This design comes from an exercise in tuning for small area, a short achievable clock period and few clock cycles on the open sky130 flow, not from production work. The RTL was checked by simulation tests, not by an equivalence proof against the original design. Power is estimated from default activity; no workload was simulated.

$ cat flow/config.mk
export PLATFORM = sky130hd
export DESIGN_NAME = cpu
export DESIGN_NICKNAME = cpu
export VERILOG_FILES = /design/flow/design.v
export SDC_FILE = /design/flow/constraint.sdc
export NUM_CORES = 4
export LEC_CHECK = 0
export CAP_MARGIN = 20
export CORE_MARGIN = 2
export CORE_UTILIZATION = 40
export PLACE_DENSITY = 0.6
export SLEW_MARGIN = 20
$ cat flow/constraint.sdc
create_clock -name core_clock -period 8.0 [get_ports {CLK}]
set_input_delay 1.6000 -clock core_clock [delete_from_list [all_inputs] [get_ports {CLK}]]
set_output_delay 1.6000 -clock core_clock [all_outputs]
set_load 0.01 [all_outputs]
$ cat flow/design.v
module sm(
  output reg [3:0] q,
  input start,
  input stop,
  input CLK,
  input RSTN
  );
  always @(posedge CLK or negedge RSTN)
  begin
    if (!RSTN) begin
      q <= 4'b0000;
    end
    else begin
      casex ({q,start,stop})
      6'b0000_1_x: q <= 4'b0001;
      6'b0001_x_x: q <= 4'b0010;
      6'b0010_x_x: q <= 4'b0100;
      6'b0100_x_x: q <= 4'b1000;
      6'b1000_x_0: q <= 4'b0001;
      6'b1000_x_1: q <= 4'b0000;
      endcase
    end
  end
endmodule
module count16rle(
  output reg [15:0] q,
  input [15:0] d,
  input load,
  input inc,
  input CLK,
  input RSTN
  );
  always @(posedge CLK or negedge RSTN)
  begin
    if (!RSTN) begin
      q <= 0;
    end
    else begin
      if (load) begin
        q <= d;
      end
      else if (inc) begin
        q <= q+1;
      end
    end
  end
endmodule
module reg16(
  output reg [15:0] q,
  input [15:0] d,
  input load,
  input CLK,
  input RSTN
  );
  always @(posedge CLK or negedge RSTN)
  begin
    if (!RSTN) begin
      q <= 0;
    end
    else begin
      if (load) begin
        q <= d;
      end
    end
  end
endmodule
module regfile (
  output reg [15:0] q0,
  output reg [15:0] q1,
  output reg [15:0] q2,
  output reg [15:0] q3,
  output reg [15:0] q4,
  output reg [15:0] q5,
  output reg [15:0] q6,
  output reg [15:0] q7,
  input [15:0] d,
  input load,
  input [2:0] wsel,
  input CLK,
  input RSTN
  );
  always @(posedge CLK or negedge RSTN)
  begin
    if (!RSTN) begin
      {q0,q1,q2,q3,q4,q5,q6,q7} <= 128'b0;
    end
    else if (load) begin
      case (wsel)
      3'b000 : q0 <= d;
      3'b001 : q1 <= d;
      3'b010 : q2 <= d;
      3'b011 : q3 <= d;
      3'b100 : q4 <= d;
      3'b101 : q5 <= d;
      3'b110 : q6 <= d;
      3'b111 : q7 <= d;
      endcase
    end
  end
endmodule
module muxreg16 (
  output reg [15:0] q,
  input [15:0] d0,
  input [15:0] d1,
  input [15:0] d2,
  input [15:0] d3,
  input [15:0] d4,
  input [15:0] d5,
  input [15:0] d6,
  input [15:0] d7,
  input load,
  input [2:0] sel,
  input CLK,
  input RSTN
  );
  always @(posedge CLK or negedge RSTN)
  begin
    if (!RSTN) begin
      q <= 0;
    end
    else if (load) begin
      case (sel)
      3'b000 : q <= d0;
      3'b001 : q <= d1;
      3'b010 : q <= d2;
      3'b011 : q <= d3;
      3'b100 : q <= d4;
      3'b101 : q <= d5;
      3'b110 : q <= d6;
      3'b111 : q <= d7;
      endcase
    end	
  end
endmodule
module alu (
  output reg [15:0] q,
  input [15:0] sr1,
  input [15:0] sr2,
  input [15:0] pc,
  input [15:0] ir,
  input [3:0] ph,
  input CLK,
  input RSTN
  );
  wire [15:0] imm8 = {{8{ir[7]}},ir[7:0]};
  always @(posedge CLK or negedge RSTN)
  begin
    if (!RSTN)
    begin
      q <= 0;
    end
    else
    begin
      casex ({ph,ir})
      {4'bx1xx,16'b00_xxx_xxx_xxx_00010}: q <= sr1 + sr2;
      {4'bx1xx,16'b01_xxx_000_xxxxxxxx}:  q <= imm8;
      {4'bx1xx,16'b10_000_000_xxxxxxxx}:   q <= pc + imm8;
      {4'bx1xx,16'b10_001_xxx_xxxxxxxx}: q <= sr1 != 0 ? pc + imm8 : pc;
      {4'bx1xx,16'b10_010_xxx_xxxxxxxx}:  q <= sr1 == 0 ? pc + imm8 : pc;
      {4'bx1xx,16'b00_xxx_xxx_xxx_00100}: q <= sr1 > sr2 ? 'hffff : 'h0000;
      {4'bx1xx,16'b00_xxx_xxx_xxx_00101}: q <= sr1 * sr2;
      endcase
    end
  end
endmodule
module cpu (
  output [15:0] imem_addr,
  input  [15:0] imem_rdata,
  output [15:0] dmem_addr,
  input  [15:0] dmem_rdata,
  output [15:0] dmem_wdata,
  output reg    dmem_write,
  input         start,
  input         stop,
  input         CLK,
  input         RSTN
  );
  wire [3:0] ph;
  wire [15:0] w_pc, w_ir, w_sr1, w_sr2, w_alu, w_dr;
  wire [15:0] r0, r1, r2, r3, r4, r5, r6, r7;
  reg [15:0] regfile_wdata;
  reg pc_write, dr_write, regfile_write;
  assign imem_addr = w_pc;
  assign dmem_addr = w_sr1;
  assign dmem_wdata = w_sr2;
  always @*
  begin
    casex ({ph,w_ir})
    {4'b1xxx,16'b10_000_000_xxxxxxxx}:   pc_write = 1'b1;  
    {4'b1xxx,16'b10_001_xxx_xxxxxxxx}: pc_write = 1'b1;  
    {4'b1xxx,16'b10_010_xxx_xxxxxxxx}:  pc_write = 1'b1;  
    default:     pc_write = 1'b0;
    endcase
  end
  always @*
  begin
    casex ({ph,w_ir})
    {4'b1xxx,16'b00_xxx_xxx_000_00001}:  regfile_write = 1'b1;
    {4'b1xxx,16'b00_xxx_xxx_xxx_00010}: regfile_write = 1'b1;
    {4'b1xxx,16'b01_xxx_000_xxxxxxxx}:  regfile_write = 1'b1;
    {4'b1xxx,16'b00_xxx_xxx_xxx_00101}: regfile_write = 1'b1;
    {4'b1xxx,16'b00_xxx_xxx_xxx_00100}: regfile_write = 1'b1;
    default:     regfile_write = 1'b0;
    endcase
  end
  always @*
  begin
    casex ({ph,w_ir})
    {4'bx1xx,16'b00_000_xxx_xxx_00000}:  dmem_write = 1'b1;
    default:    dmem_write = 1'b0;
    endcase
  end
  always @*
  begin
    casex ({ph,w_ir})
    {4'bx1xx,16'b00_xxx_xxx_000_00001}: dr_write = 1'b1;
    default:    dr_write = 1'b0;
    endcase
  end
  always @*
  begin
    casex (w_ir)
    16'b00_xxx_xxx_000_00001:     regfile_wdata = w_dr;
    default: regfile_wdata = w_alu;
    endcase
  end
  sm sm (
    .q(ph),
    .start(start),
    .stop(stop),
    .CLK(CLK),
    .RSTN(RSTN)
  );
  count16rle pc (
    .q(w_pc),
    .load(pc_write),
    .inc(ph[0]),
    .d(w_alu),
    .CLK(CLK),
    .RSTN(RSTN)
  );
  reg16 ir (
    .q(w_ir),
    .load(ph[0]),
    .d(imem_rdata),
    .CLK(CLK),
    .RSTN(RSTN)
  );
  regfile regfile (
    .q0(r0),
    .q1(r1),
    .q2(r2),
    .q3(r3),
    .q4(r4),
    .q5(r5),
    .q6(r6),
    .q7(r7),
    .load(regfile_write),
    .wsel(w_ir[13:11]),
    .d(regfile_wdata),
    .CLK(CLK),
    .RSTN(RSTN)
  );
  muxreg16 sr1 (
    .q(w_sr1),
    .load(ph[1]),
    .d0(r0),
    .d1(r1),
    .d2(r2),
    .d3(r3),
    .d4(r4),
    .d5(r5),
    .d6(r6),
    .d7(r7),
    .sel(w_ir[10:8]),
    .CLK(CLK),
    .RSTN(RSTN)
  );
  muxreg16 sr2 (
    .q(w_sr2),
    .load(ph[1]),
    .d0(r0),
    .d1(r1),
    .d2(r2),
    .d3(r3),
    .d4(r4),
    .d5(r5),
    .d6(r6),
    .d7(r7),
    .sel(w_ir[7:5]),
    .CLK(CLK),
    .RSTN(RSTN)
  );
  alu alu (
    .q(w_alu),
    .sr1(w_sr1),
    .sr2(w_sr2),
    .pc(w_pc),
    .ir(w_ir),
    .ph(ph),
    .CLK(CLK),
    .RSTN(RSTN)
  );
  reg16 dr (
    .q(w_dr),
    .load(dr_write),
    .d(dmem_rdata),
    .CLK(CLK),
    .RSTN(RSTN)
  );
endmodule
$ cat flow/run.sh
#!/bin/bash
# synth_recipe.tcl (not shown) runs the flow's synth.tcl, then flattens the netlist and writes it again
# the make line also repeats each setting of config.mk as NAME=value (left out here)
make -C /OpenROAD-flow-scripts/flow DESIGN_CONFIG=/design/flow/config.mk WORK_HOME=/design/flow/orfs CLKGATE_MAP_FILE= SYNTH_SCRIPT=/design/flow/synth_recipe.tcl finish
==> run_results.csv <==
group,metric,value,unit
global_route,grt_usage,24.5,%
timing,finalMaxSlewViolations,0,
timing,slew_headroom,23.1,%
synth,async_reset_ff_share,100,%
clock_network,cts.sinks,228,
detailed_routing,first_pass_iters,5,
critical_path,cp.arrival,6.49,ns
timing,fin_hold_ws,0.486,ns
clock_network,cts_setup_buffers,0,
placed_design,hpwl,38800,um
clock_network,cts_buffer_depth,3,
synth,synth.area.top_cells,"dfrtp_1 34%, fa_1 9.7%, ha_1 7.1%, nand2_1 6.0%, o21ai_0 4.3%",
power,leakage,8.25,nW
global_route,antenna_found_initial,1,
timing,rsz0062_at_grt,"no",
timing,max_freq,164,MHz
cells_and_area,fill_cells,4079,
timing,setup_violations,0,
synth,synth_seq_cells,228,
synth,avgSynthCellArea,9.20,um^2
floorplanning,die_y,209,um
job,drv_cap,0,
detailed_routing,viasPerCell,5.63,
synth,synth_largest_area_cell,"dfrtp_1",
critical_path,required,8.40,ns
clock_network,htreeDepth,1,
floorplanning,die_w,209,um
critical_path,end_kind,"flip-flop",
critical_path,rrSetupSlack,1.91,ns
detailed_routing,vias,13700,
timing,timing.final.crit_period,6.09,ns
detailed_routing,detail-route-antenna-nets,0,
clock_network,clkLatencyLatePin,0.55,ns
placed_design,port_buffers,84,
global_route,grt_remaining_overflow,0,
floorplanning,io_pins,85,
detailed_routing,wl_per_cell,21.8,um
floorplanning,num_rows,75,
floorplanning,initial_utilization,40.4,%
critical_path,crit_type,"flip-flop to flip-flop",
power,vdd_drop_max,0.000241,V
clock_network,postCtsHoldBufs,0,
cells_and_area,diodes,0,
cells_and_area,drive_above_1_share,8.83,%
placed_design,gp_congestion,0.921,
detailed_routing,drt_iter0_drc,1017,
critical_path,path_cells,"clkinv_1, nor2_1, fa_1, ha_1, fa_1, inv_1, fa_1, inv_1, fa_1, inv_1, fa_1, inv_1, ha_1, a21o_1, a21o_1, a21oi_1, o21ai_0, xor2_1, a221o_2, a21oi_1, a211oi_1",
power,total_power,7.62,mW
timing,worst_clock_skew,0.0111,ns
critical_path,cp_common_cell,"fa_1",
synth,ys_seq_area_share,33.8,%
synth,yosys_most_used_dff,"dfrtp_1",
clock_network,clock-root-buffer,"clkbuf_16",
timing,hold_viol_final,0,
power,p_per_area,402,nW/um^2
synth,synthTopCellsByCount,"271 x nand2_1, 228 x dfrtp_1, 171 x inv_1, 145 x o21ai_0, 123 x nor2_1",
timing,tns,0,ns
synth,netlist_area,16900,um^2
cells_and_area,register_area,5710,um^2
synth,synth.most_common_cell,"nand2_1",
status,status,"no timing/DRC/antenna violations",
synth,syn_nets,2047,
synth,synth_cell_types,82,
critical_path,critPathMaxFanout,11,
cells_and_area,final_core_util,45.4,%
critical_path,slowest_delay,0.64,ns
synth,synth-edff-count,0,
timing,worst_slew_pin_slew,1.12,ns
global_route,grt_pass1_vias,13800,
timing,timing.final.crit_share,76.1,%
global_route,grt_pass1_wl,83100,um
floorplanning,die-area,43800,um^2
clock_network,post_cts_resized,0,
global_route,grt_max_degree,127,
critical_path,crit_slowest_cell,"dfrtp_1",
floorplanning,coreArea,41800,um^2
cells_and_area,final_net_count,2087,
min_path,hold_path_class,"flip-flop to flip-flop",
cells_and_area,syn2layout_area_growth,12.5,%
synth,yosysWarnings,7,
clock_network,path_clk_slew,0.06,ns
critical_path,critPathLaunchType,"flip-flop",
cells_and_area,multi_input_area,10100,um^2
synth,netlist.area_leader.share,33.8,%
detailed_routing,wirelength,53000,um
synth,syn_inst,1833,
clock_network,cts_tree,"built",
detailed_routing,drc,0,
clock_network,cts_made_buffers,26,
==> state kept, by name (all words and copies together) (netlist names) <==
signal      flops
regfile.q0     16
pc.q           16
regfile.q7     16
dr.q           16
regfile.q4     16
sr1.q          16
regfile.q3     16
ir.q           16
sm.q            4
regfile.q6     16
regfile.q5     16
alu.q          16
regfile.q2     16
regfile.q1     16
sr2.q          16
==> worst max-delay path, delay by kind of cell (launching register included) <==
kind                     cells  cell delay, ns
flip-flops                   1            0.64
adder cells (fa/ha/maj)      7            2.92
AND/OR/NAND/NOR              1            0.25
AO/OA/AOI/OAI                7            1.23
XOR/XNOR                     1            0.18
buffers and inverters        5            0.69
==> final timing paths <==
path	start	end	cells past startpoint
min reg2reg	regfile.q2[6]	regfile.q2[6]	2
max reg2reg	sr1.q[1]	alu.q[13]	21
min	regfile.q2[6]	regfile.q2[6]	2
max	sr1.q[1]	alu.q[13]	21
min in group asynchronous	RSTN	regfile.q3[7]	1
max in group asynchronous	RSTN	ir.q[7]	2
==> report_power, final <==
group          switching, mW  internal (mW)  leakage [nW]
Clock                  0.498          0.700         0.409
Combinational           2.50           1.69          4.86
Sequential             0.648           1.59          2.98
==> cell families after synthesis <==
kind of cell | Yosys count | synth area share (%)
adders and majority gates | 178 | 16.9
DFF | 228 | 33.8
xor gates and xnor gates | 79 | 4.18
and+or+nand+nor | 519 | 13.8
AOI/OAI and AO/OA | 455 | 17.0
muxes | 108 | 8.03
buffers and inverters | 266 | 6.36
==> final cells by class <==
| cell class | count | share of cell area, % |
|---|---|---|
| clock inverters | 9 | 0.587 |
| clock buffers | 37 | 3.86 |
| well taps | 539 | 3.55 |
| multi-input cells | 1339 | 53.2 |
| repair buffers | 104 | 5.25 |
| inverters | 174 | 3.44 |
| flip-flops and latches | 228 | 30.1 |
==> stage by stage <==
stage               instance area, um^2  instances  setup slack [ns]
floorplan                         16900       1833              2.34
global placement                  18100       2383              2.03
detailed placement                18100       2383              1.88
CTS                               19000       2429              1.86
global route                      19000       2430              1.59
finish                            19000       2430              1.91
==> cell usage in the layout, fill, tap and decap left out, types with 16 or more instances in the layout <==
cell type and count:
fa_1 82, inv_1 171, o21ai_0 145, buf_4 20
a21oi_1 87, a221oi_1 16, clkbuf_16 26, mux2i_1 41
mux4_2 17, mux2_2 49, nor2_1 123, xor2_1 29
clkdlybuf4s50_1 83, dfrtp_1 224, xnor2_1 49, nand2_1 271
o21ai_1 58, o211ai_1 20, and2_1 18, ha_1 96
==> metal layers <==
metal | part of all wire (%) | global-route usage (%) | vias up
met5 | 0.025 | 0 | -
met4 | 3.3 | 8.08 | 2
met3 | 6.1 | 3.70 | 90
met2 | 47 | 40.7 | 433
met1 | 43 | 33.0 | 6784
li1 | - | - | 6367
Testbench counts, summed over its fixed seeds: cycles 105,216.

## port drivers added, routing unchanged
The flow's constraints put no driver on any port. The routed layout listed below was extracted and timed again, unchanged, in two steps. Step 1 sets driving cells, clkbuf_16 on the clock port and buf_2 on the other inputs (assumed; they add their load-dependent delay and slew). Step 2 also shifts input and output timing later by t, the mid clock arrival at the registers, as if the neighbouring blocks saw the same clock. Three values: ideal ports, drivers, drivers and shift; two values: the first two.
t (ns): 0.599
slack for setup (ns): 1.911 / 1.911 / 1.911
worst setup path after step 2: register to register
worst data-port slew with drivers (ns): 0.05
cell pins on the clock port's net: 1
After both steps this run still meets setup and hold. For this run, drivers alone change the setup slack by 0.000 ns; drivers and shift together by 0.000 ns.
